What follows belongs to an exercise in optimizing a design on an open flow for small area; a production flow would make more cautious choices. For this run, only the layout was checked, not whether the RTL still works. Power figures rest on the tool's default switching activity, not on a simulated workload.

$ cat config.mk
export PLATFORM = sky130hd
export DESIGN_NAME = ANITA3_simple_trigger
export DESIGN_NICKNAME = ANITA3_simple_trigger
export VERILOG_FILES = /design/flow/design.v
export SDC_FILE = /design/flow/constraint.sdc
export NUM_CORES = 4
export LEC_CHECK = 0
export CAP_MARGIN = 20
export CORE_MARGIN = 2
export CORE_UTILIZATION = 75
export PLACE_DENSITY = 0.85
export SLEW_MARGIN = 20
$ cat constraint.sdc
create_clock -name core_clock -period 4.0 [get_ports {clk250_i}]
set_input_delay 0.8000 -clock core_clock [delete_from_list [all_inputs] [get_ports {clk250_i}]]
set_output_delay 0.8000 -clock core_clock [all_outputs]
set_load 0.01 [all_outputs]
$ cat design.v
`timescale 1ns / 1ps
module srl_oneshot(
		input clk250_i,
		input rst_i,
		input valid_i,
		input trig_n_i,
		output hold_n_o,
		output scal_o
    );
	reg flag;
	reg [15:0] delay_line_n;
	always @(posedge clk250_i) begin
		if (rst_i) flag <= 1'b0;
		else if (!trig_n_i) flag <= 1'b1;
		else if (!delay_line_n[15] && valid_i) flag <= 1'b0;
		delay_line_n <= {delay_line_n[14:0],trig_n_i};
	end
	assign scal_o = flag;
	assign hold_n_o = delay_line_n[1];
endmodule
`timescale 1ns / 1ps
module srl_oneshot_with_ref(
		input clk250_i,
		input rst_i,
		input valid_i,
		input pulse_i,
		input trig_n_i,
		output trig_d_n_o,
		output mon_scal_o,
		output scal_o
    );
	reg mon_x_n;
	reg mon_edge_n;
	reg mon_flag;
	reg flag;
	reg [15:0] delay_line_n;
	reg [15:0] mon_delay_line_n;
	wire x_n = !(flag & pulse_i);
	always @(posedge clk250_i) begin
		if (rst_i) begin
			mon_edge_n <= 1'b1;
			mon_flag <= 1'b0;
			flag <= 1'b0;
		end else begin
			mon_edge_n <= x_n || !mon_x_n;
			if (!mon_edge_n) mon_flag <= 1'b1;
			else if (!mon_delay_line_n[15] && valid_i) mon_flag <= 1'b0;
			if (!trig_n_i) flag <= 1'b1;
			else if (!delay_line_n[15] && valid_i) flag <= 1'b0;
		end
		mon_x_n <= x_n;
		mon_delay_line_n <= {mon_delay_line_n[14:0],mon_edge_n};
		delay_line_n <= {delay_line_n[14:0],trig_n_i};
	end
	assign scal_o = flag;
	assign trig_d_n_o = delay_line_n[0];
	assign mon_scal_o = mon_flag;
endmodule
`timescale 1ns / 1ps
module ANITA3_trigger_holdoff(
		input clk250_i,
		input rst_i,
		input trig_i,
		output holdoff_o
    );
	reg holdoff_div_2;
	reg [3:0] holdoff_counter;
	wire [4:0] holdoff_counter_plus_one = holdoff_counter + 1;
	reg trigger_holdoff;
	reg clear_holdoff;
	always @(posedge clk250_i) begin
		if (rst_i) begin
			trigger_holdoff <= 0;
			holdoff_div_2 <= 0;
			holdoff_counter <= {4{1'b0}};
			clear_holdoff <= 0;
		end else begin
			if (clear_holdoff) trigger_holdoff <= 0;
			else if (trig_i) trigger_holdoff <= 1;
			if (!trigger_holdoff) holdoff_div_2 <= 0;
			else holdoff_div_2 <= ~holdoff_div_2;
			if (!trigger_holdoff) holdoff_counter <= {4{1'b0}};
			else if (holdoff_div_2) holdoff_counter <= holdoff_counter_plus_one;
			clear_holdoff <= holdoff_counter_plus_one[4];
		end
	end
	assign holdoff_o = trigger_holdoff;
endmodule
`timescale 1ns / 1ps
module ANITA3_simple_trigger_map(
		input clk250_i,
		input [47:0] L1_i,
		input [31:0] mask_i,
		output [15:0] V_pol_phi_n_o,
		output [15:0] H_pol_phi_n_o
    );
	wire [15:0] V_in;
	wire [15:0] H_in;
	assign V_in[0]  = L1_i[4*2+0];  assign V_in[4]  = L1_i[4*2+1];
	assign H_in[0]  = L1_i[4*2+2];  assign H_in[4]  = L1_i[4*2+3];
	assign V_in[2]  = L1_i[4*3+0];  assign V_in[6]  = L1_i[4*3+1];
	assign H_in[2]  = L1_i[4*3+2];  assign H_in[6]  = L1_i[4*3+3];
	assign V_in[1]  = L1_i[4*4+0];  assign V_in[5]  = L1_i[4*4+1];
	assign H_in[1]  = L1_i[4*4+2];  assign H_in[5]  = L1_i[4*4+3];
	assign V_in[3]  = L1_i[4*5+0];  assign V_in[7]  = L1_i[4*5+1];
	assign H_in[3]  = L1_i[4*5+2];  assign H_in[7]  = L1_i[4*5+3];
	assign V_in[15] = L1_i[4*6+0];  assign V_in[11] = L1_i[4*6+1];
	assign H_in[15] = L1_i[4*6+2];  assign H_in[11] = L1_i[4*6+3];
	assign V_in[13] = L1_i[4*7+0];  assign V_in[9]  = L1_i[4*7+1];
	assign H_in[13] = L1_i[4*7+2];  assign H_in[9]  = L1_i[4*7+3];
	assign V_in[14] = L1_i[4*8+0];  assign V_in[10] = L1_i[4*8+1];
	assign H_in[14] = L1_i[4*8+2];  assign H_in[10] = L1_i[4*8+3];
	assign V_in[12] = L1_i[4*9+0];  assign V_in[8]  = L1_i[4*9+1];
	assign H_in[12] = L1_i[4*9+2];  assign H_in[8]  = L1_i[4*9+3];
	reg [15:0] V_pol_phi_reg;
	reg [15:0] H_pol_phi_reg;
	reg [15:0] V_pol_phi_pipe;
	reg [15:0] H_pol_phi_pipe;
	always @(posedge clk250_i) begin
		V_pol_phi_reg <= ~(V_in & ~mask_i[15:0]);
		H_pol_phi_reg <= ~(H_in & ~mask_i[31:16]);
		V_pol_phi_pipe <= V_pol_phi_reg;
		H_pol_phi_pipe <= H_pol_phi_reg;
	end
	assign V_pol_phi_n_o = V_pol_phi_pipe;
	assign H_pol_phi_n_o = H_pol_phi_pipe;
endmodule
`timescale 1ns / 1ps
module ANITA3_simple_trigger( clk250_i,
										rst_i,
										L1_i,
										trig_o,
										scal_o,
										scal_L1_o,
										disable_i,
										refpulse_i,
										mon_scal_o,
										ant_mask_i,
										phi_mask_i,
										phi_o,
										count_o
										);
	input clk250_i;
	input rst_i;
	input [47:0] L1_i;
	input [31:0] ant_mask_i;
	input [31:0] phi_mask_i;
	output trig_o;
	output [31:0] phi_o;
	output [31:0] scal_o;
	output [31:0] scal_L1_o;
	input refpulse_i;
	output [31:0] mon_scal_o;
	output [7:0] count_o;
	input disable_i;
	wire [15:0] V_pol_phi_n;
	wire [15:0] H_pol_phi_n;
	wire [15:0] V_pol_hold_n;
	wire [15:0] H_pol_hold_n;
	ANITA3_simple_trigger_map u_map(.clk250_i(clk250_i),
											  .mask_i(ant_mask_i),
											  .L1_i(L1_i),
											  .V_pol_phi_n_o(V_pol_phi_n),
											  .H_pol_phi_n_o(H_pol_phi_n));
	reg [1:0] rst_d;
	always @(posedge clk250_i) rst_d <= {rst_d[0], rst_i};
	wire rst_hold = rst_i | rst_d[0] | rst_d[1];
	reg [4:0] rst_age;
	reg valid;
	always @(posedge clk250_i) begin
		if (rst_i) begin
			rst_age <= 5'd0;
			valid <= 1'b0;
		end else begin
			if (!valid) rst_age <= rst_age + 5'd1;
			if (rst_age == 5'd17) valid <= 1'b1;
		end
	end
	reg [15:0] V_pol_trig_n;
	reg [15:0] H_pol_trig_n;
	wire [15:0] V_pol_trig_d_n;
	wire [15:0] H_pol_trig_d_n;
	reg [15:0] V_pol_pat;
	reg [15:0] H_pol_pat;
	reg rf_trigger;
	wire any_rf_trigger = !rst_d[0] && !((&H_pol_trig_d_n) && (&V_pol_trig_d_n));
	reg [1:0] raw_rf_trigger;
	wire trigger_holdoff;
	reg [7:0] raw_rf_count;
	reg rf_count_flag;
	reg [7:0] rf_count;
	reg trig_disable;
	generate
		genvar i;
		for (i=0;i<16;i=i+1) begin : RF_TRIG
			srl_oneshot l1v_scaler(.clk250_i(clk250_i),.rst_i(rst_hold),.valid_i(valid),.trig_n_i(V_pol_phi_n[i]),
													.hold_n_o(V_pol_hold_n[i]),.scal_o(scal_L1_o[i]));
			srl_oneshot l1h_scaler(.clk250_i(clk250_i),.rst_i(rst_hold),.valid_i(valid),.trig_n_i(H_pol_phi_n[i]),
													.hold_n_o(H_pol_hold_n[i]),.scal_o(scal_L1_o[16+i]));
			srl_oneshot_with_ref v_scaler(.clk250_i(clk250_i),.rst_i(rst_i),.valid_i(valid),.trig_n_i(V_pol_trig_n[i]),.pulse_i(refpulse_i),.trig_d_n_o(V_pol_trig_d_n[i]),
													.scal_o(scal_o[i]), .mon_scal_o(mon_scal_o[i]));
			srl_oneshot_with_ref h_scaler(.clk250_i(clk250_i),.rst_i(rst_i),.valid_i(valid),.trig_n_i(H_pol_trig_n[i]),.pulse_i(refpulse_i),.trig_d_n_o(H_pol_trig_d_n[i]),
													.scal_o(scal_o[16+i]), .mon_scal_o(mon_scal_o[16+i]));
			always @(posedge clk250_i) begin
				if (rst_hold) begin
					V_pol_trig_n[i] <= 1'b1;
					H_pol_trig_n[i] <= 1'b1;
				end else begin
					V_pol_trig_n[i] <= V_pol_phi_n[i] || V_pol_phi_n[(i+1)%16] || phi_mask_i[i];
					H_pol_trig_n[i] <= H_pol_phi_n[i] || H_pol_phi_n[(i+1)%16] || phi_mask_i[16+i];
				end
			end
		end
	endgenerate
	wire latch_pat = any_rf_trigger && !trigger_holdoff;
	wire pat_load = latch_pat & ~rst_i;
	wire pat_keep = ~latch_pat & ~rst_i;
	always @(posedge clk250_i) begin
		V_pol_pat <= (~V_pol_hold_n & {16{pat_load}}) | (V_pol_pat & {16{pat_keep}});
		H_pol_pat <= (~H_pol_hold_n & {16{pat_load}}) | (H_pol_pat & {16{pat_keep}});
	end
	always @(posedge clk250_i) begin
		if (rst_i) begin
			trig_disable <= 1'b0;
			rf_trigger <= 1'b0;
			raw_rf_trigger <= 2'b00;
			rf_count_flag <= 1'b0;
			raw_rf_count <= 8'd0;
			rf_count <= 8'd0;
		end else begin
			trig_disable <= disable_i;
			rf_trigger <= latch_pat && !trig_disable;
			raw_rf_trigger <= {raw_rf_trigger[0],any_rf_trigger};
			rf_count_flag <= raw_rf_trigger[0] && !raw_rf_trigger[1];
			if (rf_count_flag) raw_rf_count <= raw_rf_count + 8'd1;
			if (rf_count_flag && trigger_holdoff) rf_count <= raw_rf_count;
		end
	end
	ANITA3_trigger_holdoff u_rf_holdoff(.clk250_i(clk250_i),
													.rst_i(rst_i),
													.trig_i(any_rf_trigger),
													.holdoff_o(trigger_holdoff));
	assign trig_o = rf_trigger;
	assign phi_o = {H_pol_pat,V_pol_pat};
	assign count_o = rf_count;
endmodule
$ cat flow/run.sh
#!/bin/bash
set -euo pipefail
export BUFFER_PORTS_ARGS="-buffer_cell sky130_fd_sc_hd__buf_1"
export CTS_ARGS="-sink_clustering_enable -repair_clock_nets -dont_use_dummy_load -buf_list sky130_fd_sc_hd__clkbuf_8 -sink_clustering_size 20 -sink_clustering_max_diameter 60"

bash standard.sh finish > standard_make.log 2>&1
$ cat standard.sh
#!/bin/bash
# synth_recipe.tcl (not shown) runs the flow's synth.tcl, then flattens the netlist and writes it again
# the make line also repeats each setting of config.mk as NAME=value (left out here)
make -C /OpenROAD-flow-scripts/flow DESIGN_CONFIG=/design/flow/config.mk WORK_HOME=/design/flow/orfs CLKGATE_MAP_FILE= SYNTH_SCRIPT=/design/flow/synth_recipe.tcl "${@:-finish}"
==> summary.txt <==
status=complete, no violations; Final Hold Viols=0; Clock Sinks=1860; Setup CP Type=reg -> reg; Critical Path, Cell by Cell=nand4_1 -> or4_4 -> o21ai_4 -> buf_4 -> o32ai_1; crit-path max FO=33; area share of the largest cell type after synthesis=90.48%; YS warnings=5; GP Congestion=0.8309; Final Util=80.43%; slowest stage cell, crit path=or4_4; Max Root-Sink Buffers=3; Setup crit end kind=flip-flop; Worst Path Required=4.56 ns; sequential area share after synthesis=90.48%; drt pass-1 iters=5; vias in the first global route=17.13k; row cnt=85; RSZ-0062 raised after global routing=no; worst path bufs/invs=1; Core ar.=54030 µm²; largest net degree at the start of global routing=84; setup skew after layout=0.03091 ns; final worst slack=1.644 ns; Reg2Reg Setup Slack=1.64 ns; clock slew at reported path FFs=0.11 ns; Die ar.=56760 µm²; overall routing resource usage=20.94%; first-pass GRT wire length=89700 µm; CP startpoint kind=flip-flop; Initial Util=76.18%; fmax=0.4245 GHz; post-route clock period utilization=58.89%; CTS tree=done; Final Max Slew Viols=0; pre-CTS setup slack=1.270 ns; total routed wirelength=58590 µm; Detailed Place HPWL=38830 µm; PostCTS Resize Cnt=0; Hold Startpoint=L1_i[20]; PwrDens=605.0 nW/µm²; Max-slew headroom=36.28%; worst vdd ir=0.5180 mV; number of cells on the critical path=5; Syn Std Cell Area=41160 µm²; Die H=238.3 µm; Post-synth EDFFs=0; CTS Root Cell=clkbuf_8; Worst Hold Endpoint=u_map.V_pol_phi_reg[3]; Post-Layout Cell Count=3398; drt drc=0; reg2reg end=H_pol_pat[14]; dominant register cell in the synthesized netlist=dfxtp_1; minimum clock period=2.356 ns; Worst Path Arrival=2.92 ns; hold crit path type=in -> reg; maxcap violations=0; Hold-fix buffers, CTS=0; H-tree depth=3; # port buffers=236; Worst-Skew Late Latency=0.71 ns; R2R depth=5; Critical Path Max Stage Delay=0.53 ns; layout overhead on the synthesized area=5.579%; ys async rst share=0%; CP top delay family=simple AND/OR/NAND/NOR gates; Synth area leaders=dfxtp_1, buf_4, a21oi_1; Worst-Margin Slew=0.9558 ns; post-synthesis mux area share=0.04864%; Post-Synth XOR/XNOR Area=0.2554%; dominant cell type by area after synthesis=dfxtp_1; DIE WIDTH=238.3 µm; Syn Area/Cell=16.48 µm²; post-synthesis cell count=2497; initial antenna violation count=2; number of setup buffers added after CTS=0; # setup viols final=0; largest family of logic cells by synthesized area=compound AO/OA/AOI/OAI gates; CTS Buf Count=102; vias per inst=4.951; I/O pin count=253; layout cells sized above 1=5.448%; RR Startpoint=RF_TRIG[8].h_scaler.delay_line_n[0]; post-route ant nets=0; Compound-Gate Fraction of Synth Area=3.888%; most frequent cell after synthesis=dfxtp_1; P_leak=0.01688 µW; via count=16.83k; total grt overflow=0; simple-gate portion of the synthesized area=2.624%; Total Power=26290 µW; Nets=2820; Setup TNS=0 ns; dpl cells=3292; DRT iter0 DRCs=761; Synth Area in Adders=0.1216%; synth unique cells=31; register bit total from synthesis=1860; Worst Hold Path Cells=2; synth cell count leaders=dfxtp_1, a21oi_1, buf_4, o21ai_0, nand2_1; Syn Nets=2617; Wirelength per Cell=17.24 µm
power by group:
group / leakage [µW] / internal [µW] / switching [µW]
combinational: 0.000941 / 66.2 / 113
clock: 0.000733 / 2310 / 4800
sequential: 0.0152 / 18900 / 135
total: 0.0169 / 21200 / 5050
metal layers:
metal | GRT usage [%] | share of wire, % | vias up
li1 | - | - | 8226
met1 | 27.15 | 45 | 8104
met2 | 34.96 | 48 | 372
met3 | 4.361 | 4.7 | 121
met4 | 8.125 | 3.0 | 2
met5 | 0 | 0.022 | -
worst max path at each step:
| stage | from | to | slack (ns) |
|---|---|---|---|
| global route | RF_TRIG[8].h_scaler.delay_line_n[0] | H_pol_pat[1] | 1.61 |
| detailed placement | rst_i | H_pol_trig_n[7] | 1.27 |
| floorplan | rst_i | H_pol_trig_n[13] | 1.88 |
| finish | RF_TRIG[8].h_scaler.delay_line_n[0] | H_pol_pat[14] | 1.64 |
| global placement | rst_i | V_pol_trig_n[3] | 1.39 |
| CTS | RF_TRIG[8].h_scaler.delay_line_n[0] | H_pol_pat[2] | 1.62 |
stage by stage:
stage | hold WS [ns] | area [µm²]
global placement | 0.3095 | 42030
finish | 0.2300 | 43450
global route | 0.1977 | 43440
floorplan | 0.3096 | 41160
CTS | 0.1630 | 43440
detailed placement | 0.3121 | 42030
layout make-up:
cell class                      instances  area, µm²
Antenna cell                            4      10.01
Multi-Input combinational cell        459       2863
Sequential cell                      1860      37240
Timing Repair Buffer                  242      935.9
Clock buffer                          102       1404
Inverter                               35      132.6
Fill cell                            2760      10580
Tap cell                              696      870.8
cell usage in the layout (no fill, tap or decap), drive strengths merged:
cell type | synthesis | final
mux2i | 2 | 2
xor2 | 9 | 9
inv | 35 | 34
clkbuf | 37 | 104
o21a | 1 | 1
a21oi | 109 | 109
ha | 4 | 4
nor2 | 21 | 21
or3 | 3 | 3
and4b | 1 | 1
nor2b | 5 | 5
or4 | 34 | 34
clkinv | 0 | 1
and3 | 1 | 1
diode | 0 | 4
nand4 | 13 | 13
nand2b | 33 | 33
dfxtp | 1860 | 1860
nor3 | 1 | 1
o32ai | 32 | 32
buf | 106 | 240
nand2 | 45 | 45
nand3 | 42 | 42
o21ai | 100 | 100
xnor2 | 3 | 3
cell families (layout without fill, tap and decap cells):
family / Yosys count / in the layout
adders and majority gates: 4 / 4
DFF: 1860 / 1860
other: 0 / 4
buffers and inverters: 178 / 379
and+or+nand+nor: 199 / 199
AOI/OAI and AO/OA: 242 / 242
xor gates and xnor gates: 12 / 12
muxes: 2 / 2

==> re-timing with driven ports <==
How much do the figures lean on ideal ports? The routed layout below was timed once more, with nothing changed but the port constraints.
Step 1, drivers: a clkbuf_16 drives clk250_i and a buf_2 each remaining input, both assumed.
Step 2 adds t to the input delays and takes it off the output delays; t is the mean of the earliest and latest rising clock arrival at the registers after step 1. Input paths then give back, and output paths get back, about the clock's delay inside the block.
a / b / c = ideal ports / drivers / drivers and shift; a / b = the first two.
t (ns): 0.750
slack for setup (ns): 1.644 / 1.644 / 1.505
hold slack, ns: 0.230 / 0.196 / 0.315
worst register clock-pin slew, ns: 0.11 / 0.11
worst slew at a driven data input, ns: 0.08
After both steps setup and hold are still met in this run. For this run, drivers alone change the setup slack by 0.000 ns; drivers and shift together by -0.139 ns.
